This is an optimization exercise on Yosys and OpenROAD, whose aim is small area, not a production implementation. In this exercise RTL edits were held to simulation tests only and were not proved equivalent to the original. The flow treats the clock pin as an ideal source. Dropping or thinning the clock tree relies on that and would not hold on a real chip. Power is estimated from default activity; no workload was simulated.

## DemoSequentialBreathing
module DemoSequentialBreathing #(
  parameter IN_CLK_HZ = 400000,
  parameter DEPTH = 6
) (
  input  nreset,
  input  clk,
  output osc_en,
  output led_0,
  output led0_oe,
  output led_1,
  output led1_oe,
  output led_2,
  output led2_oe,
  output led_3,
  output led3_oe,
  output led_4,
  output led4_oe,
  output led_5,
  output led5_oe,
  output led_6,
  output led6_oe,
  output led_7,
  output led7_oe
);
Size: about 140 cells after synthesis, roughly 25 flip-flops.
==> module DemoSequentialBreathing, before the edit <==
module DemoSequentialBreathing #(
  parameter IN_CLK_HZ = 400000,
  parameter DEPTH = 6
) (
  input  nreset,
  input  clk,
  output osc_en,
  output led_0,
  output led0_oe,
  output led_1,
  output led1_oe,
  output led_2,
  output led2_oe,
  output led_3,
  output led3_oe,
  output led_4,
  output led4_oe,
  output led_5,
  output led5_oe,
  output led_6,
  output led6_oe,
  output led_7,
  output led7_oe
);
  assign osc_en  = 1'b1;
  assign led0_oe = 1'b1;
  assign led1_oe = 1'b1;
  assign led2_oe = 1'b1;
  assign led3_oe = 1'b1;
  assign led4_oe = 1'b1;
  assign led5_oe = 1'b1;
  assign led6_oe = 1'b1;
  assign led7_oe = 1'b1;
  localparam [17:0] R = 262144 - (IN_CLK_HZ / 2 + 1);
  reg [2:0]  ph;
  reg [21:0] x;
  wire blink = ph[2];
  wire [1:0] q = ph[1:0];
  wire n0 = q == 2'b00;
  wire n1 = q == 2'b01;
  wire n2 = q == 2'b11;
  wire n3 = q == 2'b10;
  wire [22:0] cy;
  assign cy[0] = 1'b1;
  genvar g;
  generate
    for (g = 0; g < 22; g = g + 1) begin : chain
      assign cy[g+1] = cy[g] & x[g];
    end
  endgenerate
  wire [21:0] inc = x ^ cy[21:0];
  wire w7  = cy[7];     
  wire w18 = cy[18];    
  wire w22 = cy[22];    
  wire t_next  = !blink && x[21];                
  wire t_blink = t_next && n3;            
  wire p_wrap  = !blink && w7;                   
  wire h_wrap  = blink && w18;                   
  wire c_wrap  = blink && w22;                   
  wire r_end   = c_wrap && n3;            
  wire load_r  = h_wrap || t_blink;
  reg [21:0] force1;
  always @(*) begin
    force1 = 22'd0;
    force1[0]  = !n0;
    force1[1]  = blink && (n2 || n3);
    force1[2]  = blink && n3;
    force1[4]  = !blink && n3;
    force1[5]  = !blink && (n2 || n3);
    force1[6]  = !blink && (n2 || n3);
    force1[13] = !blink && (n0 || n1);
  end
  reg [21:0] clr;
  always @(*) begin
    clr = 22'd0;
    clr[6:0] = {7{t_next}};
    clr[13]  = t_next;
    clr[21]  = t_next;
    clr[0]   = t_next || r_end;
  end
  reg [21:0] set1;
  always @(*) begin
    set1 = 22'd0;
    set1[17:0] = {18{load_r}} & R;
    set1[0]  = load_r && !r_end;                        
    set1[1]  = h_wrap || p_wrap;                        
    set1[2]  = load_r || (p_wrap && n2) || (t_next && n1);
    set1[19] = c_wrap || t_blink;
    set1[20] = c_wrap || t_blink;
  end
  always @(posedge clk) begin
    if (!nreset) begin
      ph <= 3'd0;
      x <= 22'd0;
    end else begin
      x <= ((inc | force1) & ~clr) | set1;
      if (t_next || c_wrap) ph <= {ph[2] | t_blink, q[0], ~q[1]};
    end
  end
  reg lt;
  integer j;
  always @(*) begin
    lt = 1'b0;
    for (j = 0; j < 6; j = j + 1)
      lt = (~x[7+j] & x[14+j]) | (~x[7+j] & lt) | (x[14+j] & lt);
  end
  wire pwm_on = x[20] ^ lt;
  assign led_0 = !blink && n0 && pwm_on;
  assign led_1 = !blink && n1 && pwm_on;
  assign led_2 = !blink && n2 && pwm_on;
  assign led_3 = !blink && n3 && pwm_on;
  wire r = x[18];
  assign led_4 = blink && (r || !n0);
  assign led_5 = blink && (n2 || n3 || (n1 && r));
  assign led_6 = blink && (n3 || (n2 && r));
  assign led_7 = blink && n3 && r;
endmodule
Settings: LEC_CHECK=0, CAP_MARGIN=20, CORE_MARGIN=2, CORE_UTILIZATION=40, CTS_BUF_LIST=sky130_fd_sc_hd__clkbuf_8, SLEW_MARGIN=20; clock period 5.0 ns.
standard.sh (not shown) runs the stock make flow with config.mk's settings and CLKGATE_MAP_FILE= SYNTH_SCRIPT=/design/flow/synth_recipe.tcl, a recipe that flattens the netlist after the stock synthesis.
==> flow/flow/run.sh <==
#!/bin/bash
# Layout flow: the standard flow (standard.sh), with these changes:
#  - synthesis maps the logic with an area-oriented ABC script (flow/area.abc)
#    in place of ORFS's; everything else in synthesis is the standard flow's own script;
#  - the port buffers are sky130_fd_sc_hd__buf_1;
#  - the clock tree is one clkbuf_16 driving all flip-flops (flow/post_cts.tcl),
#    with no dummy load cells.
# Each tool's output goes to a log file in the work folder (ORFS's own
# per-step logs are under orfs/logs).
set -euo pipefail
W=$PWD
{
  echo 'proc abc {args} {'
  echo '  set i [lsearch -exact $args -script]'
  echo "  if {\$i >= 0} { lset args [expr {\$i + 1}] $W/flow/area.abc }"
  echo '  yosys abc {*}$args'
  echo '}'
  cat "$W/synth_recipe.tcl"
} > "$W/area_synth.tcl"
bash "$W/standard.sh" SYNTH_SCRIPT="$W/area_synth.tcl" \
  "BUFFER_PORTS_ARGS=-buffer_cell sky130_fd_sc_hd__buf_1" \
  "CTS_ARGS=-sink_clustering_enable -repair_clock_nets -buf_list sky130_fd_sc_hd__clkbuf_8 -dont_use_dummy_load" \
  POST_CTS_TCL="$W/flow/post_cts.tcl" \
  finish > "$W/flow.log" 2>&1
==> flow/flow/area.abc <==
strash
&get -n
&dch -f
&nf -p -a
&put
topo
==> flow/flow/post_cts.tcl <==
# Runs at the end of ORFS's CTS step (POST_CTS_TCL). The design has only 25
# flip-flops, so one clock buffer can drive them all: move the loads of the
# clock tree's second-level buffers onto the root buffer's net, remove those
# buffers, and size the root buffer to drive all the flip-flops.
set block [ord::get_db_block]
set port_net [[$block findBTerm clk] getNet]
set root ""
foreach it [$port_net getITerms] {
  if {[string match "sky130_fd_sc_hd__clkbuf_*" [[[$it getInst] getMaster] getName]]} {
    set root [$it getInst]
  }
}
if {$root eq ""} { error "post_cts: no root clock buffer" }
set root_net [[$root findITerm X] getNet]
foreach it [$root_net getITerms] {
  set inst [$it getInst]
  if {$inst == $root} continue
  if {![string match "sky130_fd_sc_hd__clkbuf_*" [[$inst getMaster] getName]]} continue
  set leaf_net [[$inst findITerm X] getNet]
  foreach lt [$leaf_net getITerms] {
    if {[$lt getInst] == $inst} continue
    $lt disconnect
    $lt connect $root_net
  }
  puts "post_cts: removing [$inst getName]"
  odb::dbInst_destroy $inst
  odb::dbNet_destroy $leaf_net
}
replace_cell [$root getName] sky130_fd_sc_hd__clkbuf_16
detailed_placement
check_placement -verbose
estimate_parasitics -placement
report_clock_skew
report_worst_slack -min
report_worst_slack -max
The first run completed without violations.
Then changed:
--- a/flow/design.v
+++ b/flow/design.v
@@ -48,13 +48,13 @@
       assign cy[g+1] = cy[g] & x[g];
     end
   endgenerate
   wire [21:0] inc = x ^ cy[21:0];
   wire w7  = cy[7];     
   wire w18 = cy[18];    
-  wire w22 = cy[22];    
+  wire w22 = w18 && (&x[21:18]);    
   wire t_next  = !blink && x[21];                
   wire t_blink = t_next && n3;            
   wire p_wrap  = !blink && w7;                   
   wire h_wrap  = blink && w18;                   
   wire c_wrap  = blink && w22;                   
   wire r_end   = c_wrap && n3;            
=> The new run went through all stages and came out clean. Synthesized area went down slightly. Wire length is lower slightly. Clock power went down slightly. Sequential share of layout area came out higher by 0.81 points. Power went down slightly. Maximum frequency rises by a few percent. Final area decreases by a few percent. Global-route usage climbs by 0.55 points. Setup slack improves by 280 ps. Clock-buffer cell count is unchanged. Synthesized cell count rises slightly. Sequential power stays flat. First-iteration DRC count increases by a few percent. Die area fell slightly.

==> afterwards: timing with drivers on the ports <==
Ports are ideal in the flow. The routed layouts listed here were re-timed in OpenROAD.
Step 1 assumes that a clkbuf_16 drives the clock port and a buf_2 every other input.
Step 2 times the ports against the registers' clock, not the clock port: input delays grow and output delays shrink by t, the midpoint of the rising clock arrivals with the driver on.
a / b / c = no drivers / after step 1 / after step 2; a / b = the first two.
run | t (ns) | setup WS [ns] | pins driven straight from the clock port
the first run | 0.187 | 0.302 / 0.302 / 0.302 | 1
the second run | 0.185 | 0.579 / 0.579 / 0.579 | 1
After both steps setup and hold are still met in every run listed.
